This design comes from an exercise in tuning for small area, a short achievable clock period and few clock cycles per item on the open sky130 flow, not from production work. RTL that was checked went through simulation tests only; none was proved equivalent to the original. For run 1, only the layout was checked, not whether the RTL still works. Power figures rest on the tool's default switching activity, not on a simulated workload.

==> flow/design.v (outline; a module is shown in full before it is edited, if it fits) <==
// module matvecmult: 2232 lines
// module mv_fa: 4 lines
// module mv_add7: 3 lines
// module mv_or2: 3 lines
// module mv_xor2: 3 lines
// module mv_xnor2: 3 lines
module matvecmult(
    CLK,
    RST,
    vector_x,
    vector_b,
    vector_y,
    Q,
    A,
    finish
);
  // ...
==> flow/flow/run.sh <==
#!/bin/bash
set -euo pipefail
export PRE_GLOBAL_PLACE_TCL="$PWD/flow/buffer_ports.tcl"
bash standard.sh > standard_make.log 2>&1
==> flow/flow/buffer_ports.tcl <==
# Port buffers: buf_2 on the inputs (they fan out to several gates), buf_1 on
# the outputs.  Replaces the single buffer_ports call of global_place.tcl.
rename buffer_ports my_orig_buffer_ports
proc buffer_ports {args} {
  my_orig_buffer_ports -inputs -buffer_cell sky130_fd_sc_hd__buf_2
  my_orig_buffer_ports -outputs -buffer_cell sky130_fd_sc_hd__buf_1
}
==> flow/standard.sh <==
#!/bin/bash
# synth_recipe.tcl (not shown) runs the flow's synth.tcl, then flattens the netlist and writes it again
# the make line also repeats each setting of config.mk as NAME=value (left out here)
make -C /OpenROAD-flow-scripts/flow DESIGN_CONFIG=/design/flow/config.mk WORK_HOME=/design/flow/orfs CLKGATE_MAP_FILE= SYNTH_SCRIPT=/design/flow/synth_recipe.tcl "${@:-finish}"
==> flow/config.mk <==
export PLATFORM = sky130hd
export DESIGN_NAME = matvecmult
export DESIGN_NICKNAME = matvecmult
export VERILOG_FILES = /design/flow/design.v
export SDC_FILE = /design/flow/constraint.sdc
export NUM_CORES = 4
export LEC_CHECK = 0
export CAP_MARGIN = 20
export CORE_MARGIN = 2
export CORE_UTILIZATION = 55
export PLACE_DENSITY = 0.7
export SLEW_MARGIN = 20
export SYNTH_HIERARCHICAL = 1
export SYNTH_MINIMUM_KEEP_SIZE = 0
==> flow/constraint.sdc <==
create_clock -name core_clock -period 10.0 [get_ports {CLK}]
set_input_delay 2.0000 -clock core_clock [delete_from_list [all_inputs] [get_ports {CLK}]]
set_output_delay 2.0000 -clock core_clock [all_outputs]
set_load 0.01 [all_outputs]
==> impl_metrics.yaml, run 1 <==
run_status:
  status: "finished clean"
power_and_ir_drop:
  clkPwrFrac: 0.138
  finalPower_w: 0.006476
  comb_power_share: 0.607
  power_density_nw_per_um2: 330.8
  power.net_switching_w: 0.002694
  maxPowerGroup: "combinational cells"
critical_path:
  path_depth: 5
  cp-end-kind: "flop"
  path_class: "input port to flop"
layout:
  final_area_um2: 19580
  mostFrequentLayoutCells: "nand2_1 (470), buf_2 (353), fa_1 (256)"
  diodes: 7
floorplan:
  start_util: 0.5604
  core-area_um2: 28860
  dieArea_um2: 30790
  nWellTaps: 384
clock_network:
  holdBufCountCts: 0
  cts_max_level: 1
  cts-buffers-inserted: 25
place:
  io_buffers: 486
sta:
  finalWorstSetupSlack_ns: 6.406
  tightest_slew_ns: 0.9503
  finalSetupViolations: 0
synthesis:
  ys_seq_elements: 239
  synthAdderAreaFrac: 0.3216
grt:
  antenna_found_initial: 9
  use_met1: 0.4009
drt:
  drtIter0Drc: 857
==> run 2: changes to the inputs <==
--- a/flow/design.v
+++ b/flow/design.v
@@ -2062,17 +2062,17 @@
 mv_fa us1073 (.a(k1_38), .b(k1_39), .c(k1_40), .s(s1073), .co(c1074));
 mv_fa us1075 (.a(k1_41), .b(k1_42), .c(k1_43), .s(s1075), .co(c1076));
 mv_fa us1077 (.a(c1050), .b(c1052), .c(c1054), .s(s1077), .co(c1078));
 mv_fa us1079 (.a(c1056), .b(s1065), .c(s1067), .s(s1079), .co(c1080));
 mv_fa us1081 (.a(s1069), .b(s1071), .c(s1073), .s(s1081), .co(c1082));
 mv_fa us1083 (.a(s1075), .b(c1058), .c(c1060), .s(s1083), .co(c1084));
 mv_fa us1085 (.a(s1077), .b(s1079), .c(s1081), .s(s1085), .co(c1086));
 mv_fa us1087 (.a(c1062), .b(s1083), .c(s1085), .s(s1087), .co(c1088));
-mv_xor2 us1089 (.a(c1064), .b(s1087), .s(s1089));
+mv_xnor2 us1089 (.a(c1064), .b(s1087), .s(s1089));
 assign c1090 = c1064 | s1087;
 mv_fa us1091 (.a(k1_44), .b(k1_45), .c(k1_46), .s(s1091), .co(c1092));
 mv_fa us1093 (.a(k1_47), .b(k1_48), .c(k1_49), .s(s1093), .co(c1094));
 mv_fa us1095 (.a(k1_50), .b(k1_51), .c(k1_52), .s(s1095), .co(c1096));
 mv_fa us1097 (.a(k1_53), .b(k1_54), .c(k1_55), .s(s1097), .co(c1098));
 mv_fa us1099 (.a(k1_56), .b(k1_57), .c(k1_58), .s(s1099), .co(c1100));
 mv_fa us1101 (.a(k1_59), .b(k1_60), .c(k1_61), .s(s1101), .co(c1102));
 mv_fa us1103 (.a(k1_62), .b(k1_63), .c(k1_64), .s(s1103), .co(c1104));
@@ -2080,17 +2080,17 @@
 mv_fa us1107 (.a(c1072), .b(c1074), .c(c1076), .s(s1107), .co(c1108));
 mv_fa us1109 (.a(s1091), .b(s1093), .c(s1095), .s(s1109), .co(c1110));
 mv_fa us1111 (.a(s1097), .b(s1099), .c(s1101), .s(s1111), .co(c1112));
 mv_fa us1113 (.a(s1103), .b(c1078), .c(c1080), .s(s1113), .co(c1114));
 mv_fa us1115 (.a(c1082), .b(s1105), .c(s1107), .s(s1115), .co(c1116));
 mv_fa us1117 (.a(s1109), .b(s1111), .c(c1084), .s(s1117), .co(c1118));
 mv_fa us1119 (.a(c1086), .b(s1113), .c(s1115), .s(s1119), .co(c1120));
 mv_fa us1121 (.a(s1117), .b(c1088), .c(s1119), .s(s1121), .co(c1122));
-mv_xor2 us1123 (.a(c1090), .b(s1121), .s(s1123));
+mv_xnor2 us1123 (.a(c1090), .b(s1121), .s(s1123));
 assign c1124 = c1090 | s1121;
 mv_xnor2 us1125 (.a(k1_65), .b(k1_66), .s(s1125));
 mv_xnor2 us1126 (.a(k1_67), .b(k1_68), .s(s1126));
 mv_xnor2 us1127 (.a(k1_69), .b(k1_70), .s(s1127));
 mv_xnor2 us1128 (.a(k1_71), .b(k1_72), .s(s1128));
 mv_xnor2 us1129 (.a(k1_73), .b(k1_74), .s(s1129));
 mv_xnor2 us1130 (.a(k1_75), .b(k1_76), .s(s1130));
 mv_xnor2 us1131 (.a(k1_77), .b(k1_78), .s(s1131));
@@ -2119,17 +2119,17 @@
 mv_xnor2 us1154 (.a(s1150), .b(s1151), .s(s1154));
 mv_xnor2 us1155 (.a(s1152), .b(c1114), .s(s1155));
 mv_xnor2 us1156 (.a(c1116), .b(s1153), .s(s1156));
 mv_xnor2 us1157 (.a(s1154), .b(s1155), .s(s1157));
 mv_xnor2 us1158 (.a(s1156), .b(c1118), .s(s1158));
 mv_xnor2 us1159 (.a(c1120), .b(s1157), .s(s1159));
 mv_xnor2 us1160 (.a(s1158), .b(s1159), .s(s1160));
 mv_xnor2 us1161 (.a(c1122), .b(s1160), .s(s1161));
-mv_xor2 us1162 (.a(c1124), .b(s1161), .s(s1162));
+mv_xnor2 us1162 (.a(c1124), .b(s1161), .s(s1162));
 reg [86:0] cut1;
 wire k1_0 = cut1[0];
 wire k1_1 = cut1[1];
 wire k1_2 = cut1[2];
 wire k1_3 = cut1[3];
 wire k1_4 = cut1[4];
 wire k1_5 = cut1[5];
 wire k1_6 = cut1[6];
@@ -2213,17 +2213,17 @@
 wire k1_84 = cut1[84];
 wire k1_85 = cut1[85];
 wire k1_86 = cut1[86];
 always @(posedge CLK)
     cut1 <= {s1036, s1035, s1034, s1033, s1032, s1031, c881, c879, c877, c875, s1030, s1029, s1028, s1027, s1026, s1025, c873, c871, c869, c867, c865, c863, s880, s878, s876, s874, s872, s870, s868, s866, s864, s862, c753, c751, c749, s860, s858, c747, c745, c743, c741, c739, c737, s752, s750, s748, s746, s744, s742, s740, c649, c647, s738, s736, c645, c643, c641, c639, c637, s734, s732, s648, s646, s644, s642, s640, s638, c567, c565, s636, c563, c561, c559, s634, s566, s564, s562, s560, s558, c507, c505, s506, s504, c471, s502, s500, s470};
 reg b0_1;
 always @(posedge CLK)
     b0_1 <= bsel[0];
-wire [6:0] sum = {s1162, s1123, s1089, ~s1063, ~s1047, ~s1039, ~k1_0};
+wire [6:0] sum = ~{s1162, s1123, s1089, s1063, s1047, s1039, k1_0};
 always @(posedge CLK) begin
     if (val[2])
         for (i = 0; i < 15; i = i + 1)
             y_r[i] <= y_r[i + 1];
     y_r[15] <= {sum, b0_1};
 end
 genvar g;
 generate for (g = 0; g < 16; g = g + 1) begin : gy
@@ -2235,14 +2235,11 @@
 assign co = (a & b) | (a & c) | (b & c);
 endmodule
 module mv_add7(input [6:0] a, input [6:0] b, output [6:0] s);
 assign s = ~a + ~b;
 endmodule
 module mv_or2(input a, input b, output y);
 assign y = a | b;
 endmodule
-module mv_xor2(input a, input b, output s);
-assign s = a ^ b;
-endmodule
 module mv_xnor2(input a, input b, output s);
 assign s = ~(a ^ b);
 endmodule
==> impl_metrics.yaml, run 2 <==
grt:
  grt_start_max_net_pins: 69
  overflow: 0
  track_usage: 0.3099
  grt_pass1_vias: 12650
  antenna_found_initial: 10
  grt_pass1_wl_um: 70890
sta:
  grt_setup_unrepaired: "no"
  max_freq_ghz: 0.2816
  relSlewSlack: 0.4148
  finalWorstSetupSlack_ns: 6.448
  finalCritPeriodShare: 0.3552
  finClkSkew_ns: 0.01447
  tightest_slew_ns: 0.8777
  fin_crit_ns: 3.552
  finalSetupViolations: 0
  slew_viol_final: 0
  timing.final.hold_violations: 0
  tns_ns: 0
clock_network:
  cts_tree: "built"
  cts_max_level: 1
  holdBufCountCts: 0
  cts_sinks: 239
  clkTransAtPathRegs_ns: 0.06
  cts-buffers-inserted: 25
  cts_resized: 0
  cts_root_buf: "clkbuf_16"
  clock_latency_ns: 0.54
  cts_setup_buffers: 0
  clk_path_buf_depth: 3
drt:
  vias: 12000
  drt_pass1_iterations: 8
  drtIter0Drc: 806
  ant_nets: 0
  wl_per_cell_um: 20.92
  via_per_inst: 5.285
  finalWirelength_um: 47480
  remaining_drc_errors: 0
critical_path:
  worstPathRequired_ns: 10.42
  critPathLaunchType: "input port"
  rrSetupSlack_ns: 6.50
  r2r_end: "y_r[15][7]$_DFF_P_"
  r2r_start: "cut1[26]$_DFF_P_"
  path_class: "input port to flop"
  worstPathArrival_ns: 3.97
  cp-end-kind: "flop"
  critPathMaxFanout: 7
  reg2reg_depth: 8
worst_hold_path:
  whs_path_depth: 0
  min_to: "y_r[15][0]$_DFF_P_"
  holdCritStartpoint: "b0_1$_DFF_P_"
  hold_class: "flop to flop"
floorplan:
  core-area_um2: 28860
  start_util: 0.5607
  num_io_pins: 519
  num_rows: 62
  dieArea_um2: 30810
  die_y_um: 175.5
  die_w_um: 175.5
synthesis:
  synth_top_family_by_area: "adder cells"
  synthesis.nets: 2015
  synth_cells: 1367
  synth_xor_area_frac: 0.1083
  synth_commonest_cells: "nand2_1 (470), fa_1 (256), xnor2_1 (199)"
  ys_seq_area_frac: 0.3733
  synth-warning-count: 8
  synth_area_leaders: "fa_1 (32%), edfxtp_1 (22%), dfxtp_1 (13%)"
  syn-mean-instance-area_um2: 11.84
  synth_top_area_share: 0.3167
  synth_compound_area_frac: 0.03456
  async_reset_ff_frac: 0.04603
  yosysMostFrequentCell: "nand2_1"
  synthMuxAreaShare: 0.02699
  ys_seq_elements: 239
  yosys.area_share.simple: 0.1201
  ys.flop_type: "edfxtp_1"
  synth_cell_type_count: 44
  syn_area_um2: 16180
  synthAdderAreaFrac: 0.3213
  yosys.area.top_type: "fa_1"
  synth_edf_count: 120
layout:
  drive_gt1_frac: 0.2211
  nets: 2506
  regMostFlops: "y_r"
  mostFrequentLayoutCell: "nand2_1"
  mostFrequentLayoutCells: "nand2_1 (470), buf_2 (353), fa_1 (256)"
  largestRegisters: "y_r (128), cut1 (87), bsel (8)"
  final_cells: 2270
  area_growth_pct: 21.38
  largest_register_ffs: 128
power_and_ir_drop:
  power_density_nw_per_um2: 351.6
  finalPower_w: 0.006906
  p_leak_nw: 7.591
  peakVddDrop_mv: 0.5069
job:
  cap_violations: 0
place:
  place_hpwl_um: 39930
  place_ws_ns: 5.902
  dp_cells: 2215
  io_buffers: 486
  gp_congestion: 0.9064
run_status:
  status: "finished clean"
run 2: cell types whose count changed after synthesis:
cell,before,now
inv_1,15,18
xnor2_1,196,199
xor2_1,4,1
run 2: final cells by class:
cell class / instances / area, µm²
antenna: 9 / 22.52
multi-input combinational: 1084 / 9893
tap: 384 / 480.5
inverter: 19 / 71.32
sequential: 239 / 6045
clock buffer: 35 / 734.5
timing repair buffer: 489 / 2288
clock inverter: 11 / 106.4
fill: 2289 / 9216
run 2: metal layers:
layer / up-vias / global-route usage / wire length (µm)
met2: 540 / 0.5389 / 24050
met5: - / 0 / 0
met4: 0 / 0.09504 / 1236
met1: 5968 / 0.3888 / 18200
met3: 70 / 0.06970 / 3996
li1: 5418 / - / -
run 2: modules after synthesis, one instance, submodules excluded:
module      cells inside  cell area, µm²  flip-flops and latches
matvecmult           916            9363                     239
mv_or2                 1           6.256                       0
mv_xnor2               1           8.758                       0
mv_fa                  1           20.02                       0
run 2: how the worst max path moves through the flow:
stage / from / to / slack [ns] / depth (start not counted)
after floorplan: Q[73] / cut1[12]$_DFF_P_ / 6.34 / 4
after global placement: Q[0] / cut1[41]$_DFF_P_ / 5.93 / 5
after detailed placement: Q[0] / cut1[64]$_DFF_P_ / 5.90 / 5
after CTS: Q[0] / cut1[64]$_DFF_P_ / 6.46 / 5
after global routing: cut1[26]$_DFF_P_ / y_r[15][7]$_DFF_P_ / 6.38 / 8
final: Q[0] / cut1[86]$_DFF_P_ / 6.45 / 6
run 2: stage by stage:
step | area, µm² | hold WS [ns] | util
after global routing | 19640 | 0.3311 | 0.6806
after CTS | 19620 | 0.3281 | 0.6798
after global placement | 18780 | 0.3109 | 0.6507
after floorplan | 16180 | 0.3096 | -
after detailed placement | 18780 | 0.3135 | 0.6507
final | 19640 | 0.3270 | 0.6806
run 2: where the power goes:
group	switching, W	internal (W)
combinational	0.00226	0.00205
clock	0.000391	0.000544
sequential	0.000219	0.00144
total	0.00287	0.00404
run 2: logic make-up (layout without fill, tap and decap cells):
group | after synthesis | count (layout)
compound gates | 76 | 76
mux | 42 | 42
flops | 239 | 239
simple gates | 504 | 504
xor+xnor | 200 | 200
buf+inv | 44 | 554
other cells | 0 | 9
fa+ha+maj | 262 | 262
run 2: critical path: stages:
cell and delay (ns):
buf_2 0.23, nand2_1 0.20, fa_1 0.48, fa_1 0.44, fa_1 0.46, xnor2_1 0.15
Testbench counts of run 2, summed over its fixed seeds: cycles 43,200, items 2,400.
==> run 3: changes to the inputs <==
--- a/flow/config.mk
+++ b/flow/config.mk
@@ -7,8 +7,7 @@
 export LEC_CHECK = 0
 export CAP_MARGIN = 20
 export CORE_MARGIN = 2
-export CORE_UTILIZATION = 55
-export PLACE_DENSITY = 0.7
+export CORE_UTILIZATION = 40
 export SLEW_MARGIN = 20
 export SYNTH_HIERARCHICAL = 1
 export SYNTH_MINIMUM_KEEP_SIZE = 0
==> impl_metrics.yaml, run 3 <==
synthesis:
  synth_compound_area_frac: 0.03456
  async_reset_ff_frac: 0.04603
  synth_xor_area_frac: 0.1083
  synth_top_area_share: 0.3167
  yosysMostFrequentCell: "nand2_1"
  ys_seq_area_frac: 0.3733
  synth_edf_count: 120
  ys.flop_type: "edfxtp_1"
  synthAdderAreaFrac: 0.3213
  synth_cell_type_count: 44
  synth_commonest_cells: "nand2_1 (470), fa_1 (256), xnor2_1 (199)"
  yosys.area_share.simple: 0.1201
  synth_area_leaders: "fa_1 (32%), edfxtp_1 (22%), dfxtp_1 (13%)"
  synthMuxAreaShare: 0.02699
  synth_cells: 1367
  synth-warning-count: 8
  yosys.area.top_type: "fa_1"
  ys_seq_elements: 239
  syn-mean-instance-area_um2: 11.84
  synthesis.nets: 2015
  synth_top_family_by_area: "adder cells"
  syn_area_um2: 16180
critical_path:
  worstPathRequired_ns: 10.40
  slowest_stage: "fa_1"
  r2r_end: "y_r[15][7]$_DFF_P_"
  cp-end-kind: "flop"
  crit_start: "Q[0]"
  r2r_start: "cut1[26]$_DFF_P_"
  critPathMaxStageDelay_ns: 0.65
  path_class: "input port to flop"
  rrSetupSlack_ns: 6.43
  critPathMostFrequentCell: "fa_1"
  critPathLaunchType: "input port"
  path_cells: "buf_2 -> nand2_1 -> fa_1 -> fa_1 -> fa_1"
  worstPathArrival_ns: 4.00
  critPathMaxFanout: 7
  reg2reg_depth: 8
sta:
  finalCritPeriodShare: 0.3600
  timing.final.hold_violations: 0
  relSlewSlack: 0.3812
  grt_setup_unrepaired: "no"
  slew_viol_final: 0
  max_freq_ghz: 0.2778
  tns_ns: 0
  finClkSkew_ns: 0.01721
  finalSetupViolations: 0
  fin_crit_ns: 3.600
  tightest_slew_ns: 0.9282
layout:
  final_area_um2: 19750
  mostFrequentLayoutCells: "nand2_1 (470), buf_2 (353), fa_1 (256)"
  largest_register_ffs: 128
  largestRegisters: "y_r (128), cut1 (87), bsel (8)"
  nets: 2506
  drive_gt1_frac: 0.2206
  area_growth_pct: 22.03
  regMostFlops: "y_r"
  mostFrequentLayoutCell: "nand2_1"
  num-fill-cells: 3794
clock_network:
  clk_path_buf_depth: 3
  cts_max_level: 1
  cts_resized: 0
  cts_setup_buffers: 0
  clkTransAtPathRegs_ns: 0.06
  holdBufCountCts: 0
  clock_latency_ns: 0.53
  cts_tree: "built"
  cts_root_buf: "clkbuf_16"
  cts_sinks: 239
  cts-buffers-inserted: 25
floorplan:
  die_y_um: 205.1
  num_io_pins: 519
  die_w_um: 205.1
  core-area_um2: 39820
  num_rows: 73
  start_util: 0.4063
  dieArea_um2: 42080
drt:
  via_per_inst: 4.902
  vias: 11810
  drt_pass1_iterations: 5
  wl_per_cell_um: 20.75
  drtIter0Drc: 641
  remaining_drc_errors: 0
  ant_nets: 0
  finalWirelength_um: 49970
worst_hold_path:
  whs_path_depth: 0
  min_to: "val[2]$_DFF_P_"
  holdCritStartpoint: "val[1]$_DFF_P_"
  hold_class: "flop to flop"
grt:
  grt_pass1_wl_um: 73860
  grt_pass1_vias: 12460
  antenna_found_initial: 7
  overflow: 0
  track_usage: 0.2365
  grt_start_max_net_pins: 78
place:
  place_hpwl_um: 43030
  placed_cell_area_um2: 18950
  gp_congestion: 0.8821
  io_buffers: 486
power_and_ir_drop:
  seqPwrFrac: 0.242
  peakVddDrop_mv: 0.9134
  clkPwrFrac: 0.129
  comb_power_share: 0.629
  switching_share: 0.4207
  p_int_w: 0.003982
  power.net_switching_w: 0.002892
  power_density_nw_per_um2: 348.1
  p_leak_nw: 7.550
run_status:
  status: "finished clean"
job:
  cap_violations: 0
[run 3: cell counts after synthesis]
Identical to the previous run, type by type.
[run 3: per-module statistics from Yosys, one instance, submodules excluded]
module,area [µm²],cells inside,flops+latches
matvecmult,9363,916,239
mv_fa,20.02,1,0
mv_or2,6.256,1,0
mv_xnor2,8.758,1,0
[run 3: stage by stage]
step	setup WS [ns]	total power (W)	hold WS [ns]	utilization	std cells
global placement	5.853	0.005992	0.3126	0.4760	2356
detailed placement	5.844	0.006025	0.3134	0.4760	2356
CTS	6.390	0.006928	0.3319	0.4955	2402
finish	6.400	0.006875	0.3311	0.4959	2408
floorplan	6.338	0.004842	0.3096	-	1367
global route	6.332	0.007370	0.3396	0.4959	2408
[run 3: final cells by class]
cell class,instances,area [µm²],share of cell area
multi-input cells,1084,9893,0.5010
flip-flops and latches,239,6045,0.3061
repair buffers,489,2288,0.1159
clock buffers,33,686.9,0.03479
well taps,525,656.9,0.03327
clock inverters,13,90.09,0.004562
inverters,19,71.32,0.003612
diodes,6,15.01,0.0007604
[run 3: worst max-delay path by stage]
stage / to / slack (ns) / cells after the start
finish: cut1[64]$_DFF_P_ / 6.40 / 5
global route: y_r[15][7]$_DFF_P_ / 6.33 / 8
floorplan: cut1[12]$_DFF_P_ / 6.34 / 4
global placement: cut1[41]$_DFF_P_ / 5.85 / 5
CTS: cut1[64]$_DFF_P_ / 6.39 / 5
detailed placement: cut1[64]$_DFF_P_ / 5.84 / 5
[run 3: critical path, delay by kind of cell]
family	cells	cell delay [ns]
buffers and inverters	1	0.25
adder cells (fa/ha/maj)	3	1.59
AND/OR/NAND/NOR	1	0.16
[run 3: logic make-up after synthesis]
kind of cell             Yosys count
multiplexers                      42
AO/OA/AOI/OAI                     76
adder cells (fa/ha/maj)          262
XOR/XNOR                         200
buffers and inverters             44
AND/OR/NAND/NOR                  504
flip-flops                       239
[run 3: power groups by stage]
| stage | sequential (W) | clock, W | combinational, W |
|---|---|---|---|
| 3_5_place_dp | 0.00169 | 0 | 0.00433 |
| 5_1_grt | 0.00169 | 0.000944 | 0.00473 |
| 6_report | 0.00166 | 0.000885 | 0.00433 |
| 3_3_place_gp | 0.00168 | 0 | 0.00431 |
| 2_1_floorplan | 0.00167 | 0 | 0.00317 |
| 4_1_cts | 0.00167 | 0.000907 | 0.00435 |
[run 3: per-layer routing]
| layer | share of wire | wire, µm | global-route usage | vias up |
|---|---|---|---|---|
| li1 | - | - | - | 5420 |
| met1 | 0.44 | 21930 | 0.3306 | 5929 |
| met2 | 0.49 | 24370 | 0.3984 | 412 |
| met3 | 0.060 | 3012 | 0.03134 | 42 |
| met4 | 0.013 | 648 | 0.04317 | 2 |
| met5 | 0.00018 | 9 | 0 | - |
==> run 4: changes to the inputs <==
--- a/flow/config.mk
+++ b/flow/config.mk
@@ -8,6 +8,7 @@
 export CAP_MARGIN = 20
 export CORE_MARGIN = 2
 export CORE_UTILIZATION = 40
+export PLACE_DENSITY = 0.8
 export SLEW_MARGIN = 20
 export SYNTH_HIERARCHICAL = 1
 export SYNTH_MINIMUM_KEEP_SIZE = 0
==> impl_metrics.yaml, run 4 <==
run_status:
  status: "finished clean"
sta:
  finClkSkew_ns: 0.02664
  fin_crit_ns: 3.632
  max_freq_ghz: 0.2753
  fin_hold_ws_ns: 0.3246
  tightest_slew_ns: 0.9426
  slew_viol_final: 0
  relSlewSlack: 0.3716
  grt_setup_unrepaired: "no"
  tns_ns: 0
  finalSetupViolations: 0
  finalCritPeriodShare: 0.3632
  timing.final.hold_violations: 0
grt:
  grt_pass1_wl_um: 73620
  grt_pass1_vias: 12810
  grt_start_max_net_pins: 82
  track_usage: 0.2327
  antenna_found_initial: 7
  overflow: 0
power_and_ir_drop:
  p_leak_nw: 7.581
  peakVddDrop_mv: 0.5897
  p_int_w: 0.004015
  switching_share: 0.4245
  power_density_nw_per_um2: 352.2
  power.net_switching_w: 0.002961
  seqPwrFrac: 0.237
  clkPwrFrac: 0.136
  comb_power_share: 0.626
floorplan:
  core-area_um2: 39820
  die_w_um: 205.1
  start_util: 0.4063
  num_rows: 73
  die_y_um: 205.1
  dieArea_um2: 42080
  num_io_pins: 519
layout:
  regMostFlops: "y_r"
  post-route-util: 0.4974
  largest_register_ffs: 128
  mostFrequentLayoutCell: "nand2_1"
  mostFrequentLayoutCells: "nand2_1 (470), buf_2 (353), fa_1 (256)"
  num-fill-cells: 3531
  area_growth_pct: 22.41
  drive_gt1_frac: 0.2201
  largestRegisters: "y_r (128), cut1 (87), bsel (8)"
  nets: 2506
clock_network:
  clkTransAtPathRegs_ns: 0.06
  cts_setup_buffers: 0
  clock_latency_ns: 0.53
  cts_sinks: 239
  cts_tree: "built"
  cts_root_buf: "clkbuf_16"
  holdBufCountCts: 0
  clk_path_buf_depth: 3
  cts_max_level: 1
  cts_resized: 0
  cts-buffers-inserted: 25
synthesis:
  synth_top_area_share: 0.3167
  async_reset_ff_frac: 0.04603
  ys.flop_type: "edfxtp_1"
  synth_cell_type_count: 44
  synth_commonest_cells: "nand2_1 (470), fa_1 (256), xnor2_1 (199)"
  yosys.area.top_type: "fa_1"
  synth_edf_count: 120
  synth_area_leaders: "fa_1 (32%), edfxtp_1 (22%), dfxtp_1 (13%)"
  synth-warning-count: 8
  synthesis.nets: 2015
  synth_cells: 1367
  ys_seq_area_frac: 0.3733
  yosysMostFrequentCell: "nand2_1"
  syn_area_um2: 16180
  ys_seq_elements: 239
  syn-mean-instance-area_um2: 11.84
critical_path:
  critPathMaxFanout: 2
  critPathMaxStageDelay_ns: 0.59
  slowest_stage: "fa_1"
  worstPathRequired_ns: 10.40
  r2r_start: "cut1[26]$_DFF_P_"
  worstPathArrival_ns: 4.03
  path_class: "flop to flop"
  critPathLaunchType: "flop"
  critPathMostFrequentCell: "fa_1"
  path_cells: "fa_1 -> fa_1 -> fa_1 -> fa_1 -> fa_1 -> or3_1 -> xnor2_1 -> inv_1"
  crit_start: "cut1[26]$_DFF_P_"
  cp-end-kind: "flop"
drt:
  drt_pass1_iterations: 7
  via_per_inst: 5.039
  ant_nets: 0
  wl_per_cell_um: 20.46
  vias: 12130
  remaining_drc_errors: 0
  finalWirelength_um: 49260
  drtIter0Drc: 760
place:
  io_buffers: 486
  gp_congestion: 0.9342
  place_hpwl_um: 42470
worst_hold_path:
  hold_class: "flop to flop"
  holdCritStartpoint: "b0_1$_DFF_P_"
job:
  cap_violations: 0
-- run 4: power by group through the flow --
stage,logic (W),registers [W],clock network [W]
6_report,0.00437,0.00166,0.000951
3_5_place_dp,0.00430,0.00168,0
3_3_place_gp,0.00420,0.00167,0
4_1_cts,0.00435,0.00166,0.000974
2_1_floorplan,0.00317,0.00167,0
5_1_grt,0.00481,0.00169,0.00102
-- run 4: through the flow --
stage | power [W] | cell area [µm²] | std cells | setup slack, ns
after floorplan | 0.004842 | 16180 | 1367 | 6.338
after global placement | 0.005868 | 18950 | 2356 | 5.870
after detailed placement | 0.005974 | 18950 | 2356 | 5.844
after CTS | 0.006980 | 19790 | 2401 | 6.273
after global routing | 0.007520 | 19800 | 2405 | 6.203
final | 0.006976 | 19810 | 2407 | 6.368
-- run 4: final cells by class --
cell class              count  area, µm²  area share
clock inverters            15      193.9    0.009791
flip-flops and latches    239       6045      0.3052
diodes                      6      15.01   0.0007580
repair buffers            489       2288      0.1155
inverters                  19      71.32    0.003601
multi-input cells        1084       9893      0.4995
clock buffers              30      644.4     0.03253
well taps                 525      656.9     0.03316
-- run 4: per-module statistics from Yosys, one instance, submodules excluded --
module | area [µm²] | flops+latches | copies in the design
matvecmult | 9363 | 239 | 1
mv_fa | 20.02 | 0 | 255
mv_or2 | 6.256 | 0 | 1
mv_xnor2 | 8.758 | 0 | 195
-- run 4: final timing paths --
kind | end | slack (ns) | cells past startpoint
worst max register to register | y_r[15][7]$_DFF_P_ | 6.37 | 8
min in group asynchronous | cnt[4]$_DFF_PP0_ | 1.51 | 2
worst min register to register | y_r[15][0]$_DFF_P_ | 0.32 | 0
worst max-delay path | y_r[15][7]$_DFF_P_ | 6.37 | 8
worst min-delay path | y_r[15][0]$_DFF_P_ | 0.32 | 0
max in group asynchronous | ar[3]$_DFFE_PP0P_ | 8.18 | 2
-- run 4: worst max-delay path, delay by kind of cell (launching register included) --
kind	cells	cell delay, ns
adders and majority gates	5	2.51
DFF	1	0.35
and+or+nand+nor	1	0.34
xor gates and xnor gates	1	0.25
buffers and inverters	1	0.07
-- run 4: per-layer routing --
| layer | vias to the layer above | share of wire | track usage |
|---|---|---|---|
| met3 | 69 | 0.072 | 0.03436 |
| li1 | 5425 | - | - |
| met1 | 6058 | 0.40 | 0.3053 |
| met2 | 575 | 0.51 | 0.4084 |
| met5 | - | 0.00026 | 0 |
| met4 | 2 | 0.017 | 0.05139 |
-- run 4: kinds of logic (layout without fill, tap and decap cells) --
logic type / Yosys count / after routing / share of synthesized area
buf+inv: 44 / 553 / 0.01546
mux: 42 / 42 / 0.02698
other cells: 0 / 6 / 0
fa+ha+maj: 262 / 262 / 0.3213
compound gates: 76 / 76 / 0.03456
xor+xnor: 200 / 200 / 0.1083
simple gates: 504 / 504 / 0.1201
flops: 239 / 239 / 0.3733
==> run 5: changes to the inputs <==
==> flow/flow/run.sh (replaced) <==
#!/bin/bash
set -euo pipefail
export PRE_GLOBAL_PLACE_TCL="$PWD/flow/buffer_ports.tcl"
export SETUP_SLACK_MARGIN=6.5
bash standard.sh > standard_make.log 2>&1
--- a/flow/config.mk
+++ b/flow/config.mk
@@ -8,7 +8,6 @@
 export CAP_MARGIN = 20
 export CORE_MARGIN = 2
 export CORE_UTILIZATION = 40
-export PLACE_DENSITY = 0.8
 export SLEW_MARGIN = 20
 export SYNTH_HIERARCHICAL = 1
 export SYNTH_MINIMUM_KEEP_SIZE = 0
==> impl_metrics.yaml, run 5 <==
place:
  io_buffers: 486
  place_hpwl_um: 43180
  dp_cells: 2356
  gp_congestion: 0.8830
drt:
  finalWirelength_um: 49880
  ant_nets: 0
  remaining_drc_errors: 0
  drtIter0Drc: 686
  drt_pass1_iterations: 5
  via_per_inst: 4.877
  vias: 11780
  wl_per_cell_um: 20.65
layout:
  mostFrequentLayoutCell: "nand2_1"
  drive_gt1_frac: 0.2771
  area_growth_pct: 25.83
  final_cells: 2415
  largestRegisters: "y_r (128), cut1 (87), bsel (8)"
  nets: 2508
  largest_register_ffs: 128
  regMostFlops: "y_r"
  mostFrequentLayoutCells: "nand2_1 (412), buf_2 (338), fa_1 (213)"
synthesis:
  ys.flop_type: "edfxtp_1"
  synth_area_leaders: "fa_1 (32%), edfxtp_1 (22%), dfxtp_1 (13%)"
  yosysMostFrequentCell: "nand2_1"
  synth_edf_count: 120
  synthesis.nets: 2015
  ys_seq_elements: 239
  synth_cells: 1367
  synth_commonest_cells: "nand2_1 (470), fa_1 (256), xnor2_1 (199)"
  synth_top_area_share: 0.3167
  yosys.area.top_type: "fa_1"
  syn-mean-instance-area_um2: 11.84
  ys_seq_area_frac: 0.3733
  async_reset_ff_frac: 0.04603
  synth-warning-count: 8
  syn_area_um2: 16180
  synth_cell_type_count: 44
grt:
  overflow: 0
  grt_start_max_net_pins: 90
  grt_pass1_vias: 12400
  antenna_found_initial: 9
  grt_pass1_wl_um: 73960
  track_usage: 0.2370
clock_network:
  clk_path_buf_depth: 3
  cts-buffers-inserted: 26
  cts_tree: "built"
  cts_root_buf: "clkbuf_16"
  holdBufCountCts: 0
  clock_latency_ns: 0.53
  cts_sinks: 239
  clkTransAtPathRegs_ns: 0.06
  cts_max_level: 1
sta:
  slew_viol_final: 0
  tightest_slew_ns: 1.044
  grt_setup_unrepaired: "yes"
  finalCritPeriodShare: 0.3495
  tns_ns: 0
  fin_crit_ns: 3.495
  timing.final.hold_violations: 0
  max_freq_ghz: 0.2862
  finalSetupViolations: 0
  relSlewSlack: 0.3038
  finClkSkew_ns: 0.01490
worst_hold_path:
  min_to: "b0_1$_DFF_P_"
  holdCritStartpoint: "bsel[0]$_DFF_P_"
  whs_path_depth: 0
  hold_class: "flop to flop"
power_and_ir_drop:
  switching_share: 0.4098
  peakVddDrop_mv: 1.069
  seqPwrFrac: 0.226
  p_int_w: 0.004324
  comb_power_share: 0.648
  clkPwrFrac: 0.126
  power_density_nw_per_um2: 359.8
  p_leak_nw: 7.681
  power.net_switching_w: 0.003003
critical_path:
  path_cells: "clkbuf_4 -> nand2_1 -> fa_1 -> fa_1 -> fa_1"
  r2r_start: "cut1[35]$_DFF_P_"
  worstPathArrival_ns: 3.89
  reg2reg_depth: 8
  critPathMaxStageDelay_ns: 0.62
  rrSetupSlack_ns: 6.57
  path_class: "input port to flop"
  r2r_end: "y_r[15][7]$_DFF_P_"
  critPathLaunchType: "input port"
  worstPathRequired_ns: 10.40
  slowest_stage: "fa_1"
  cp-end-kind: "flop"
  critPathMostFrequentCell: "fa_1"
  critPathMaxFanout: 7
floorplan:
  num_rows: 73
  num_io_pins: 519
  dieArea_um2: 42080
  start_util: 0.4063
  die_w_um: 205.1
  core-area_um2: 39820
  die_y_um: 205.1
run_status:
  status: "finished clean"
job:
  cap_violations: 0
==> run 5: cell count changes in the layout (fill, tap and decap cells not counted), sizes merged <==
cell / before / now
clkbuf: 30 / 45
buf: 489 / 481
inv: 29 / 23
diode: 6 / 10
bufinv: 3 / 0
clkinv: 2 / 5
clkinvlp: 0 / 3
==> run 5: layout make-up <==
class	instances	area [µm²]
Fill cell	3639	19460
Clock inverter	12	81.33
Timing Repair Buffer	490	2337
Inverter	19	71.32
Clock buffer	36	753.2
Tap cell	525	656.9
Multi-Input combinational cell	1084	10390
Sequential cell	239	6046
Antenna cell	10	25.02
==> run 5: per-layer routing <==
layer / GRT usage / wire length (µm) / vias up
li1: - / - / 5430
met1: 0.3280 / 21810 / 5904
met2: 0.3925 / 24040 / 397
met3: 0.03723 / 3177 / 48
met4: 0.05601 / 850 / 0
met5: 0 / 0 / -
==> run 5: through the flow <==
stage          utilization  cell area, µm²  hold WS (ns)  power, W  worst slack [ns]
4_1_cts             0.5091           20280        0.3275  0.007193             6.483
6_report            0.5113           20360        0.3281  0.007327             6.505
3_5_place_dp        0.4874           19410        0.3128  0.006095             5.821
2_1_floorplan            -           16640        0.3096  0.004853             6.369
5_1_grt             0.5112           20360        0.3296  0.007974             6.456
3_3_place_gp        0.4874           19410        0.3111  0.006045             5.835
==> run 5: Yosys stat by module, one instance, submodules excluded <==
module      cells  flops+latches  copies in the design  cell area (µm²)
matvecmult    916            239                     1             9363
mv_fa           1              0                   255            20.02
mv_or2          1              0                     1            6.256
mv_xnor2        1              0                   195            8.758
==> run 5: worst max path at each step <==
stage | startpoint | to | slack (ns) | cells past startpoint
after floorplan | Q[18] | cut1[12]$_DFF_P_ | 6.37 | 4
after global routing | cut1[34]$_DFF_P_ | y_r[15][7]$_DFF_P_ | 6.46 | 8
after detailed placement | vector_x[56] | cut1[0]$_DFF_P_ | 5.82 | 5
after CTS | cut1[35]$_DFF_P_ | y_r[15][7]$_DFF_P_ | 6.48 | 8
final | Q[40] | cut1[5]$_DFF_P_ | 6.51 | 5
after global placement | vector_x[56] | cut1[0]$_DFF_P_ | 5.84 | 5
==> run 5: cells by family after synthesis <==
logic type                 after synthesis  share of synthesized area
DFF                                    239                     0.3733
muxes                                   42                    0.02698
xor gates and xnor gates               200                     0.1083
and+or+nand+nor                        504                     0.1201
buffers and inverters                   44                    0.01546
AOI/OAI and AO/OA                       76                    0.03456
adders and majority gates              262                     0.3213
==> run 5: repair_timing <==
action | CTS | global route
gates cloned | 0 | 0
pin swaps | 4 | 11
resized for setup | 10 | 23
setup buffers | 1 | 0
setup endpoints to repair | 11 | 13
==> run 5: worst max-delay path: cells and delay by family <==
| family | cells | cell delay (ns) |
|---|---|---|
| adder cells (fa/ha/maj) | 3 | 1.61 |
| buffers and inverters | 1 | 0.17 |
| AND/OR/NAND/NOR | 1 | 0.11 |
==> run 5: power by group through the flow <==
stage	sequential [W]	clock, W	combinational [W]
floorplan	0.00167	0	0.00318
global placement	0.00168	0	0.00437
detailed placement	0.00168	0	0.00441
CTS	0.00166	0.000950	0.00458
global route	0.00169	0.000986	0.00530
finish	0.00165	0.000927	0.00475
==> run 6: changes to the inputs <==
==> flow/flow/run.sh (replaced) <==
#!/bin/bash
set -euo pipefail
export PRE_GLOBAL_PLACE_TCL="$PWD/flow/buffer_ports.tcl"
export SETUP_SLACK_MARGIN=6.7
bash standard.sh > standard_make.log 2>&1
==> impl_metrics.yaml, run 6 <==
drt:
  via_per_inst: 4.957
  drtIter0Drc: 606
  wl_per_cell_um: 21.40
  remaining_drc_errors: 0
  vias: 11970
  drt_pass1_iterations: 5
  ant_nets: 0
  finalWirelength_um: 51680
critical_path:
  critPathMostFrequentCell: "fa_2"
  worstPathRequired_ns: 10.42
  critical_path.top_delay_family: "adder cells"
  rrSetupSlack_ns: 6.61
  path_class: "flop to flop"
  critPathMaxStageDelay_ns: 0.59
  critPathMaxFanout: 2
  r2r_start: "cut1[35]$_DFF_P_"
  path_cells: "fa_2 -> fa_2 -> fa_2 -> fa_1 -> fa_1 -> or3_1 -> xnor2_1 -> inv_1"
  r2r_end: "y_r[15][7]$_DFF_P_"
  worstPathArrival_ns: 3.81
  cp-end-kind: "flop"
  critPathLaunchType: "flop"
  slowest_stage: "fa_2"
  reg2reg_depth: 8
  path_buf_inv: 1
grt:
  grt_start_max_net_pins: 84
  track_usage: 0.2426
  antenna_found_initial: 6
  overflow: 0
  grt_pass1_wl_um: 75320
  grt_pass1_vias: 12520
floorplan:
  core-area_um2: 39820
  dieArea_um2: 42080
  die_y_um: 205.1
  num_io_pins: 519
  start_util: 0.4063
  die_w_um: 205.1
  num_rows: 73
place:
  io_buffers: 486
  gp_congestion: 0.8585
  dp_cells: 2356
  place_hpwl_um: 43460
  placed_cell_area_um2: 19630
power_and_ir_drop:
  power.net_switching_w: 0.002883
  seqPwrFrac: 0.228
  clkPwrFrac: 0.134
  finalPower_w: 0.007257
  peakVddDrop_mv: 0.7450
  p_int_w: 0.004374
  switching_share: 0.3973
  p_leak_nw: 8.349
  comb_power_share: 0.638
  power_density_nw_per_um2: 325.9
sta:
  finClkSkew_ns: 0.02116
  timing.final.hold_violations: 0
  relSlewSlack: 0.3289
  finalSetupViolations: 0
  slew_viol_final: 0
  tns_ns: 0
  tightest_slew_ns: 1.007
  fin_crit_ns: 3.393
  fin_hold_ws_ns: 0.3271
  max_freq_ghz: 0.2947
  grt_setup_unrepaired: "yes"
  finalCritPeriodShare: 0.3393
worst_hold_path:
  whs_path_depth: 0
  holdCritStartpoint: "bsel[0]$_DFF_P_"
  min_to: "b0_1$_DFF_P_"
  hold_class: "flop to flop"
clock_network:
  cts_max_level: 1
  holdBufCountCts: 0
  cts-buffers-inserted: 26
  clkTransAtPathRegs_ns: 0.06
  clock_latency_ns: 0.54
  cts_tree: "built"
  cts_sinks: 239
  clk_path_buf_depth: 3
  cts_root_buf: "clkbuf_16"
layout:
  area_growth_pct: 37.59
  final_area_um2: 22270
  largestRegisters: "y_r (128), cut1 (87), bsel (8)"
  mostFrequentLayoutCell: "nand2_1"
  largest_register_ffs: 128
  drive_gt1_frac: 0.3788
  num-fill-cells: 3413
  regMostFlops: "y_r"
  nets: 2513
  mostFrequentLayoutCells: "nand2_1 (277), buf_2 (211), xnor2_1 (198)"
  final_cells: 2415
synthesis:
  syn-mean-instance-area_um2: 11.84
  synth_commonest_cells: "nand2_1 (470), fa_1 (256), xnor2_1 (199)"
  synthesis.nets: 2015
  synth_top_area_share: 0.3167
  synth_cells: 1367
  yosysMostFrequentCell: "nand2_1"
  synth_cell_type_count: 44
  ys.flop_type: "edfxtp_1"
  yosys.area.top_type: "fa_1"
  synth_area_leaders: "fa_1 (32%), edfxtp_1 (22%), dfxtp_1 (13%)"
  ys_seq_area_frac: 0.3733
  syn_area_um2: 16180
  synth-warning-count: 8
  ys_seq_elements: 239
  synth_edf_count: 120
  async_reset_ff_frac: 0.04603
run_status:
  status: "finished clean"
job:
  cap_violations: 0
[run 6: modules after synthesis (local to each module, per instance)]
module / times used / flip-flops and latches / area (µm²) / cells inside
matvecmult: 1 / 239 / 9363 / 916
mv_fa: 255 / 0 / 20.02 / 1
mv_xnor2: 195 / 0 / 8.758 / 1
mv_or2: 1 / 0 / 6.256 / 1
[run 6: timing repair]
action / 4_1_cts / 5_1_grt
cloned: 0 / 0
pin swaps: 75 / 116
resized for setup: 255 / 278
endpoints found under the setup margin: 57 / 24
setup buffers: 4 / 2
[run 6: stage by stage]
stage	setup WS (ns)	utilization
floorplan	6.369	-
global placement	5.821	0.4930
detailed placement	5.804	0.4930
CTS	6.592	0.5346
global route	6.475	0.5591
finish	6.607	0.5591
[run 6: cell families (layout without fill, tap and decap cells)]
group | after synthesis | in the layout | share of synthesized area
compound gates | 76 | 76 | 0.03456
other cells | 0 | 5 | 0
simple gates | 504 | 504 | 0.1201
xor+xnor | 200 | 200 | 0.1083
buf+inv | 44 | 562 | 0.01546
flops | 239 | 239 | 0.3733
fa+ha+maj | 262 | 262 | 0.3213
mux | 42 | 42 | 0.02698
[run 6: layout make-up]
type	instances	area [µm²]	area share
timing repair buffer	495	3490	0.1567
clock inverter	17	157.7	0.007081
multi-input combinational	1084	11120	0.4994
sequential	239	6047	0.2716
inverter	19	71.32	0.003203
antenna	5	12.51	0.0005620
tap	525	656.9	0.02950
clock buffer	31	711.9	0.03198
[run 6: worst max path at each step]
stage,cells after the start,start,end,slack (ns)
after floorplan,4,Q[18],cut1[12]$_DFF_P_,6.37
after global placement,5,vector_x[56],cut1[0]$_DFF_P_,5.82
after detailed placement,5,vector_x[56],cut1[0]$_DFF_P_,5.80
after CTS,8,cut1[29]$_DFF_P_,y_r[15][7]$_DFF_P_,6.59
after global routing,8,cut1[30]$_DFF_P_,y_r[15][7]$_DFF_P_,6.47
final,8,cut1[35]$_DFF_P_,y_r[15][7]$_DFF_P_,6.61
[run 6: power by group through the flow]
stage / clock [W] / sequential [W] / combinational (W)
global placement: 0 / 0.00167 / 0.00420
global route: 0.00103 / 0.00169 / 0.00512
CTS: 0.000992 / 0.00167 / 0.00447
floorplan: 0 / 0.00166 / 0.00321
detailed placement: 0 / 0.00168 / 0.00426
finish: 0.000970 / 0.00166 / 0.00463
[run 6: metal layers]
metal / part of all wire / up-vias / GRT usage
met1: 0.43 / 6015 / 0.3320
met4: 0.024 / 2 / 0.06501
li1: - / 5461 / -
met2: 0.49 / 422 / 0.4015
met5: 0.00025 / - / 0
met3: 0.060 / 72 / 0.03929
==> run 7: changes to the inputs <==
==> flow/flow/run.sh (replaced) <==
#!/bin/bash
set -euo pipefail
export PRE_GLOBAL_PLACE_TCL="$PWD/flow/buffer_ports.tcl"
bash standard.sh > standard_make.log 2>&1
--- a/flow/config.mk
+++ b/flow/config.mk
@@ -8,6 +8,7 @@
 export CAP_MARGIN = 20
 export CORE_MARGIN = 2
 export CORE_UTILIZATION = 40
+export CTS_BUF_LIST = sky130_fd_sc_hd__clkbuf_4 sky130_fd_sc_hd__clkbuf_8
 export SLEW_MARGIN = 20
 export SYNTH_HIERARCHICAL = 1
 export SYNTH_MINIMUM_KEEP_SIZE = 0
==> impl_metrics.yaml, run 7 <==
layout:
  final_area_um2: 19910
  mostFrequentLayoutCells: "nand2_1 (470), buf_2 (353), fa_1 (256)"
  regMostFlops: "y_r"
  area_growth_pct: 23.03
  largestRegisters: "y_r (128), cut1 (87), bsel (8)"
  largest_register_ffs: 128
  nets: 2522
  drive_gt1_frac: 0.2345
  post-route-util: 0.4999
  mostFrequentLayoutCell: "nand2_1"
  final_cells: 2436
place:
  dp_cells: 2356
  place_ws_ns: 5.844
  placed_cell_area_um2: 18950
  place_hpwl_um: 43030
  io_buffers: 486
  gp_congestion: 0.8821
clock_network:
  clkTransAtPathRegs_ns: 0.07
  cts_root_buf: "clkbuf_8"
  cts-buffers-inserted: 41
  clk_path_buf_depth: 3
  cts_setup_buffers: 0
  cts_sinks: 239
  holdBufCountCts: 0
  clock_latency_ns: 0.56
  cts_tree: "built"
  cts_max_level: 2
  cts_resized: 0
critical_path:
  path_class: "input port to flop"
  critical_path.top_delay_family: "adder cells"
  slowest_stage: "fa_1"
  critPathMostFrequentCell: "fa_1"
  critPathMaxFanout: 7
  worstPathArrival_ns: 4.00
  path_cells: "buf_2 -> nand2_1 -> fa_1 -> fa_1 -> fa_1"
  critPathLaunchType: "input port"
  critPathMaxStageDelay_ns: 0.64
  worstPathRequired_ns: 10.43
  path_buf_inv: 1
  cp-end-kind: "flop"
synthesis:
  synth_edf_count: 120
  syn-mean-instance-area_um2: 11.84
  synth_commonest_cells: "nand2_1 (470), fa_1 (256), xnor2_1 (199)"
  synth_top_area_share: 0.3167
  ys.flop_type: "edfxtp_1"
  synth_cell_type_count: 44
  ys_seq_area_frac: 0.3733
  syn_area_um2: 16180
  async_reset_ff_frac: 0.04603
  synth-warning-count: 8
  synth_area_leaders: "fa_1 (32%), edfxtp_1 (22%), dfxtp_1 (13%)"
  yosysMostFrequentCell: "nand2_1"
  yosys.area.top_type: "fa_1"
  synthesis.nets: 2015
  ys_seq_elements: 239
  synth_cells: 1367
sta:
  relSlewSlack: 0.3840
  tns_ns: 0
  timing.final.hold_violations: 0
  max_freq_ghz: 0.2806
  tightest_slew_ns: 0.9241
  finClkSkew_ns: 0.05264
  fin_crit_ns: 3.563
  finalSetupViolations: 0
  finalWorstSetupSlack_ns: 6.437
  grt_setup_unrepaired: "no"
  slew_viol_final: 0
  finalCritPeriodShare: 0.3563
run_status:
  status: "finished clean"
grt:
  grt_pass1_wl_um: 74130
  overflow: 0
  grt_pass1_vias: 12600
  grt_start_max_net_pins: 78
  antenna_found_initial: 6
  track_usage: 0.2381
floorplan:
  num_io_pins: 519
  die_y_um: 205.1
  dieArea_um2: 42080
  num_rows: 73
  start_util: 0.4063
  die_w_um: 205.1
  core-area_um2: 39820
drt:
  drtIter0Drc: 641
  finalWirelength_um: 50140
  drt_pass1_iterations: 7
  wl_per_cell_um: 20.58
  ant_nets: 0
  remaining_drc_errors: 0
  via_per_inst: 4.890
  vias: 11910
job:
  cap_violations: 0
worst_hold_path:
  hold_class: "flop to flop"
power_and_ir_drop:
  peakVddDrop_mv: 0.9133
  power_density_nw_per_um2: 350.7
  p_leak_nw: 7.666
## run 7: power by group
part / internal (W) / switching (W)
Combinational: 0.00205 / 0.00228
Clock: 0.000593 / 0.000401
Sequential: 0.00144 / 0.000219
## run 7: path summary, 6_finish.rpt
| check | depth (start not counted) | slack [ns] | from | end |
|---|---|---|---|---|
| max | 5 | 6.44 | Q[0] | cut1[64]$_DFF_P_ |
| min | 1 | 0.32 | cut1[0]$_DFF_P_ | y_r[15][1]$_DFF_P_ |
| max reg2reg | 8 | 6.44 | cut1[32]$_DFF_P_ | y_r[15][7]$_DFF_P_ |
| min reg2reg | 1 | 0.32 | cut1[0]$_DFF_P_ | y_r[15][1]$_DFF_P_ |
| max in group asynchronous | 2 | 8.18 | RST | cnt[2]$_DFFE_PP0N_ |
| min in group asynchronous | 2 | 1.47 | RST | ar[3]$_DFFE_PP0P_ |
## run 7: area by class of cell
cell class,count,area [µm²]
multi-input combinational,1084,9893
timing repair buffer,489,2288
inverter,19,71.32
tap,525,656.9
antenna,5,12.51
clock buffer,62,759.5
fill,3765,19920
sequential,239,6045
clock inverter,13,181.4
## run 7: per-layer routing
layer,up-vias,part of all wire,GRT usage
li1,5458,-,-
met1,5986,0.43,0.3265
met2,416,0.49,0.3979
met3,51,0.063,0.04041
met4,2,0.014,0.05164
met5,-,0.00026,0
## run 7: logic make-up (layout without fill, tap and decap cells)
family	Yosys count	count (layout)	share of synthesized area
adder cells (fa/ha/maj)	262	262	0.3213
AO/OA/AOI/OAI	76	76	0.03456
other	0	5	0
XOR/XNOR	200	200	0.1083
AND/OR/NAND/NOR	504	504	0.1201
buffers and inverters	44	583	0.01546
multiplexers	42	42	0.02698
flip-flops	239	239	0.3733
## run 7: metrics by stage
| stage | hold WS, ns | power (W) |
|---|---|---|
| after global routing | 0.3386 | 0.007489 |
| final | 0.3230 | 0.006982 |
| after detailed placement | 0.3134 | 0.006025 |
| after global placement | 0.3126 | 0.005992 |
| after floorplan | 0.3096 | 0.004842 |
| after CTS | 0.3204 | 0.007041 |
## run 7: modules after synthesis (local to each module, per instance)
module	copies in the design	cells inside	flip-flops and latches
mv_or2	1	1	0
matvecmult	1	916	239
mv_fa	255	1	0
mv_xnor2	195	1	0
==> run 8: changes to the inputs <==
--- a/flow/config.mk
+++ b/flow/config.mk
@@ -7,8 +7,8 @@
 export LEC_CHECK = 0
 export CAP_MARGIN = 20
 export CORE_MARGIN = 2
-export CORE_UTILIZATION = 40
-export CTS_BUF_LIST = sky130_fd_sc_hd__clkbuf_4 sky130_fd_sc_hd__clkbuf_8
+export CORE_UTILIZATION = 62
+export PLACE_DENSITY = 0.75
 export SLEW_MARGIN = 20
 export SYNTH_HIERARCHICAL = 1
 export SYNTH_MINIMUM_KEEP_SIZE = 0
==> impl_metrics.yaml, run 8 <==
place:
  place_hpwl_um: 39470
  gp_congestion: 0.9768
  io_buffers: 486
  dp_cells: 2166
sta:
  fin_crit_ns: 3.614
  tightest_slew_ns: 0.9272
  timing.final.hold_violations: 0
  max_freq_ghz: 0.2767
  slew_viol_final: 0
  relSlewSlack: 0.3819
  finalCritPeriodShare: 0.3614
  finClkSkew_ns: 0.01772
  tns_ns: 0
  grt_setup_unrepaired: "no"
  finalSetupViolations: 0
grt:
  overflow: 0
  track_usage: 0.3428
  grt_start_max_net_pins: 78
  grt_pass1_wl_um: 68590
  antenna_found_initial: 14
  grt_pass1_vias: 12230
synthesis:
  syn-mean-instance-area_um2: 11.84
  synth_commonest_cells: "nand2_1 (470), fa_1 (256), xnor2_1 (199)"
  synth-warning-count: 8
  syn_area_um2: 16180
  synth_edf_count: 120
  ys.flop_type: "edfxtp_1"
  async_reset_ff_frac: 0.04603
  ys_seq_elements: 239
  yosys.area.top_type: "fa_1"
  synth_cell_type_count: 44
  yosysMostFrequentCell: "nand2_1"
  synth_area_leaders: "fa_1 (32%), edfxtp_1 (22%), dfxtp_1 (13%)"
  synth_top_area_share: 0.3167
  synth_cells: 1367
  synthesis.nets: 2015
  ys_seq_area_frac: 0.3733
floorplan:
  start_util: 0.6263
  core-area_um2: 25840
  die_y_um: 165.6
  num_rows: 59
  dieArea_um2: 27410
  die_w_um: 165.6
  num_io_pins: 519
clock_network:
  cts-buffers-inserted: 24
  clk_path_buf_depth: 3
  cts_tree: "built"
  clkTransAtPathRegs_ns: 0.06
  clock_latency_ns: 0.53
  cts_setup_buffers: 0
  cts_root_buf: "clkbuf_16"
  holdBufCountCts: 0
  cts_max_level: 1
  cts_resized: 0
  cts_sinks: 239
critical_path:
  path_class: "input port to flop"
  critPathMaxFanout: 7
  critPathLaunchType: "input port"
  worstPathRequired_ns: 10.40
  cp-end-kind: "flop"
  worstPathArrival_ns: 4.01
layout:
  drive_gt1_frac: 0.2176
  regMostFlops: "y_r"
  largest_register_ffs: 128
  mostFrequentLayoutCells: "nand2_1 (470), buf_2 (353), fa_1 (256)"
  largestRegisters: "y_r (128), cut1 (87), bsel (8)"
  area_growth_pct: 20.81
  mostFrequentLayoutCell: "nand2_1"
  nets: 2505
  final_cells: 2223
worst_hold_path:
  hold_class: "flop to flop"
drt:
  remaining_drc_errors: 0
  wl_per_cell_um: 21.17
  drtIter0Drc: 1032
  ant_nets: 0
  vias: 12160
  drt_pass1_iterations: 7
  via_per_inst: 5.471
  finalWirelength_um: 47070
power_and_ir_drop:
  comb_power_share: 0.632
  p_int_w: 0.004028
  p_leak_nw: 7.558
  clkPwrFrac: 0.131
  finalPower_w: 0.006957
  power_density_nw_per_um2: 355.9
  switching_share: 0.4210
  power.net_switching_w: 0.002929
  seqPwrFrac: 0.237
  peakVddDrop_mv: 0.5570
run_status:
  status: "finished clean"
job:
  cap_violations: 0
[run 8: area by class of cell]
| class | count | area (µm²) |
|---|---|---|
| antenna | 13 | 32.53 |
| clock buffer | 30 | 633.1 |
| clock inverter | 14 | 167.7 |
| fill | 1856 | 6287 |
| inverter | 19 | 71.32 |
| multi-input combinational | 1084 | 9893 |
| sequential | 239 | 6045 |
| tap | 335 | 419.2 |
| timing repair buffer | 489 | 2288 |
[run 8: worst max-delay path: stages]
cell and delay [ns]:
buf_2 0.20, nand2_1 0.16, fa_1 0.53, fa_1 0.67, fa_1 0.44
[run 8: power by group through the flow]
stage                     logic, W  registers [W]  clock network [W]
after CTS                  0.00447        0.00165           0.000919
after global placement     0.00431        0.00166                  0
after floorplan            0.00317        0.00167                  0
after global routing       0.00484        0.00168           0.000958
final                      0.00440        0.00165           0.000909
after detailed placement   0.00439        0.00166                  0
[run 8: logic make-up after synthesis]
kind of cell / Yosys count / synth area share
simple gates: 504 / 0.1201
fa+ha+maj: 262 / 0.3213
flops: 239 / 0.3733
xor+xnor: 200 / 0.1083
compound gates: 76 / 0.03456
buf+inv: 44 / 0.01546
mux: 42 / 0.02698
[run 8: modules after synthesis, one instance, submodules excluded]
module / cell area, µm² / flip-flops and latches / cells inside
mv_fa: 20.02 / 0 / 1
matvecmult: 9363 / 239 / 916
mv_or2: 6.256 / 0 / 1
mv_xnor2: 8.758 / 0 / 1
[run 8: routing by layer]
layer	global-route usage	wire length, µm	part of all wire	vias up
li1	-	-	-	5425
met1	0.4372	17060	0.36	5976
met2	0.5958	24400	0.52	657
met3	0.04271	3742	0.079	103
met4	0.1454	1868	0.040	0
met5	0	0	0	-
[run 8: per-stage QoR]
stage                     area [µm²]  hold WS (ns)  utilization  worst slack (ns)
after floorplan                16180        0.3096            -             6.338
after global placement         18720        0.3117       0.7244             5.901
after detailed placement       18720        0.3128       0.7244             5.900
after CTS                      19520        0.3265       0.7554             6.406
after global routing           19550        0.3286       0.7567             6.310
final                          19550        0.3246       0.7567             6.386
[run 8: final timing paths]
check | from | endpoint | slack (ns) | cells past startpoint
worst max-delay path | vector_x[112] | cut1[64]$_DFF_P_ | 6.39 | 5
worst min-delay path | val[1]$_DFF_P_ | val[2]$_DFF_P_ | 0.32 | 0
worst max register to register | cut1[26]$_DFF_P_ | y_r[15][7]$_DFF_P_ | 6.42 | 8
worst min register to register | val[1]$_DFF_P_ | val[2]$_DFF_P_ | 0.32 | 0
max in group asynchronous | RST | ar[3]$_DFFE_PP0P_ | 8.20 | 2
min in group asynchronous | RST | done$_DFF_PP0_ | 1.48 | 2
==> run 9: changes to the inputs <==
==> flow/flow/buffer_ports.tcl (replaced) <==
# Port buffers: buf_2 on the inputs that feed the partial products (Q and
# vector_x fan out to several gates), buf_1 on the other inputs and on the
# outputs.  Replaces the single buffer_ports call of global_place.tcl.
rename buffer_ports my_orig_buffer_ports
proc buffer_ports {args} {
  my_orig_buffer_ports -inputs -buffer_cell sky130_fd_sc_hd__buf_2
  my_orig_buffer_ports -outputs -buffer_cell sky130_fd_sc_hd__buf_1
  set small [get_lib_cells sky130_fd_sc_hd__buf_1]
  set n 0
  foreach port [get_ports {vector_b* RST}] {
    foreach pin [get_pins -of_objects [get_nets -of_objects $port]] {
      set inst [get_cells -of_objects $pin]
      if {[get_property [get_property $inst liberty_cell] name] eq "sky130_fd_sc_hd__buf_2"} {
        replace_cell $inst $small
        incr n
      }
    }
  }
  puts "buffer_ports.tcl: $n input buffers set to buf_1"
}
--- a/flow/config.mk
+++ b/flow/config.mk
@@ -7,8 +7,7 @@
 export LEC_CHECK = 0
 export CAP_MARGIN = 20
 export CORE_MARGIN = 2
-export CORE_UTILIZATION = 62
-export PLACE_DENSITY = 0.75
+export CORE_UTILIZATION = 40
 export SLEW_MARGIN = 20
 export SYNTH_HIERARCHICAL = 1
 export SYNTH_MINIMUM_KEEP_SIZE = 0
==> impl_metrics.yaml, run 9 <==
synthesis:
  syn-mean-instance-area_um2: 11.84
  synth_cells: 1367
  synth_top_area_share: 0.3167
  synthesis.nets: 2015
  ys_seq_elements: 239
  synth_edf_count: 120
  ys_seq_area_frac: 0.3733
  yosysMostFrequentCell: "nand2_1"
  syn_area_um2: 16180
  synth_area_leaders: "fa_1 (32%), edfxtp_1 (22%), dfxtp_1 (13%)"
  synth_commonest_cells: "nand2_1 (470), fa_1 (256), xnor2_1 (199)"
  synth_cell_type_count: 44
  async_reset_ff_frac: 0.04603
  yosys.area.top_type: "fa_1"
  synth-warning-count: 8
  ys.flop_type: "edfxtp_1"
run_status:
  flow.stopped_at: "global placement"
  firstError: "[ERROR STA-0100] unsupported object type Port."
  status: "did not finish"
floorplan:
  die_y_um: 205.1
  die_w_um: 205.1
  num_io_pins: 519
  start_util: 0.4063
  num_rows: 73
place:
  io_buffers: 486
==> run 9: cell counts after synthesis <==
No cell type changed its count.
==> run 9: Yosys stat by module (local to each module, per instance) <==
module	times used	flops+latches	cell area (µm²)
mv_fa	255	0	20.02
matvecmult	1	239	9363
mv_or2	1	0	6.256
mv_xnor2	195	0	8.758
==> run 9: cell families after synthesis <==
logic type / share of synthesized area
AOI/OAI and AO/OA: 0.03456
xor gates and xnor gates: 0.1083
adders and majority gates: 0.3213
buffers and inverters: 0.01546
DFF: 0.3733
muxes: 0.02698
and+or+nand+nor: 0.1201
==> run 10: changes to the inputs <==
--- a/flow/config.mk
+++ b/flow/config.mk
@@ -7,7 +7,7 @@
 export LEC_CHECK = 0
 export CAP_MARGIN = 20
 export CORE_MARGIN = 2
-export CORE_UTILIZATION = 40
+export CORE_UTILIZATION = 50
 export SLEW_MARGIN = 20
 export SYNTH_HIERARCHICAL = 1
 export SYNTH_MINIMUM_KEEP_SIZE = 0
==> impl_metrics.yaml, run 10 <==
run_status:
  status: "did not finish"
  flow.stopped_at: "global placement"
  firstError: "[ERROR STA-0100] unsupported object type Port."
synthesis:
  yosys.area.top_type: "fa_1"
  synth_top_area_share: 0.3167
  synth_edf_count: 120
  synthesis.nets: 2015
  synth_cell_type_count: 44
  yosysMostFrequentCell: "nand2_1"
  synth_commonest_cells: "nand2_1 (470), fa_1 (256), xnor2_1 (199)"
  ys_seq_elements: 239
  synth_area_leaders: "fa_1 (32%), edfxtp_1 (22%), dfxtp_1 (13%)"
  ys_seq_area_frac: 0.3733
  syn_area_um2: 16180
  syn-mean-instance-area_um2: 11.84
  synth-warning-count: 8
  synth_cells: 1367
  ys.flop_type: "edfxtp_1"
  async_reset_ff_frac: 0.04603
floorplan:
  die_w_um: 183.9
  die_y_um: 183.9
  num_rows: 65
  start_util: 0.5102
  num_io_pins: 519
place:
  io_buffers: 486
run 10: cell counts after synthesis:
No cell type changed its count.
run 10: Yosys stat by module, one instance, submodules excluded:
module / cells / copies in the design / area (µm²) / flops+latches
mv_xnor2: 1 / 195 / 8.758 / 0
mv_fa: 1 / 255 / 20.02 / 0
matvecmult: 916 / 1 / 9363 / 239
mv_or2: 1 / 1 / 6.256 / 0
run 10: logic make-up after synthesis:
group	after synthesis	share of synthesized area
buffers and inverters	44	0.01546
muxes	42	0.02698
adders and majority gates	262	0.3213
AOI/OAI and AO/OA	76	0.03456
and+or+nand+nor	504	0.1201
xor gates and xnor gates	200	0.1083
DFF	239	0.3733

## what the ideal ports hide
In the flow no input, the clock included, has a driving cell. The finished layouts below were timed again as built, in two steps.
Step 1 (the two cells are an assumption about what drives the block):
set clk [get_ports {CLK}]
set_driving_cell -lib_cell sky130_fd_sc_hd__clkbuf_16 $clk
set_driving_cell -lib_cell sky130_fd_sc_hd__buf_2 [delete_from_list [all_inputs] $clk]
Step 2 moves the port delays by t, midway between the first and last clock arrival at a register: inputs arrive t later, outputs are due t later. That takes back most of the time a late clock gives input paths.
Slacks: no drivers / after step 1 / after step 2; pairs: no drivers / after step 1.
| run | shift t [ns] | setup slack, ns | clock arrival spread, ns | pins driven straight from the clock port |
|---|---|---|---|---|
| run 1 | 0.577 | 6.406 / 6.434 / 5.858 | 0.010 / 0.009 | 1 |
| run 2 | 0.585 | 6.448 / 6.477 / 5.893 | 0.018 / 0.019 | 1 |
| run 3 | 0.569 | 6.400 / 6.427 / 5.858 | 0.020 / 0.019 | 1 |
| run 4 | 0.569 | 6.368 / 6.368 / 5.841 | 0.029 / 0.029 | 1 |
| run 5 | 0.575 | 6.505 / 6.527 / 5.952 | 0.016 / 0.016 | 1 |
| run 6 | 0.583 | 6.607 / 6.607 / 6.046 | 0.022 / 0.022 | 1 |
| run 7 | 0.578 | 6.437 / 6.442 / 5.885 | 0.053 / 0.053 | 1 |
| run 8 | 0.571 | 6.386 / 6.414 / 5.843 | 0.018 / 0.017 | 1 |
After both steps every run listed still meets setup and hold. For run 6, which loses most, drivers alone change the setup slack by 0.000 ns; drivers and shift together by -0.561 ns.
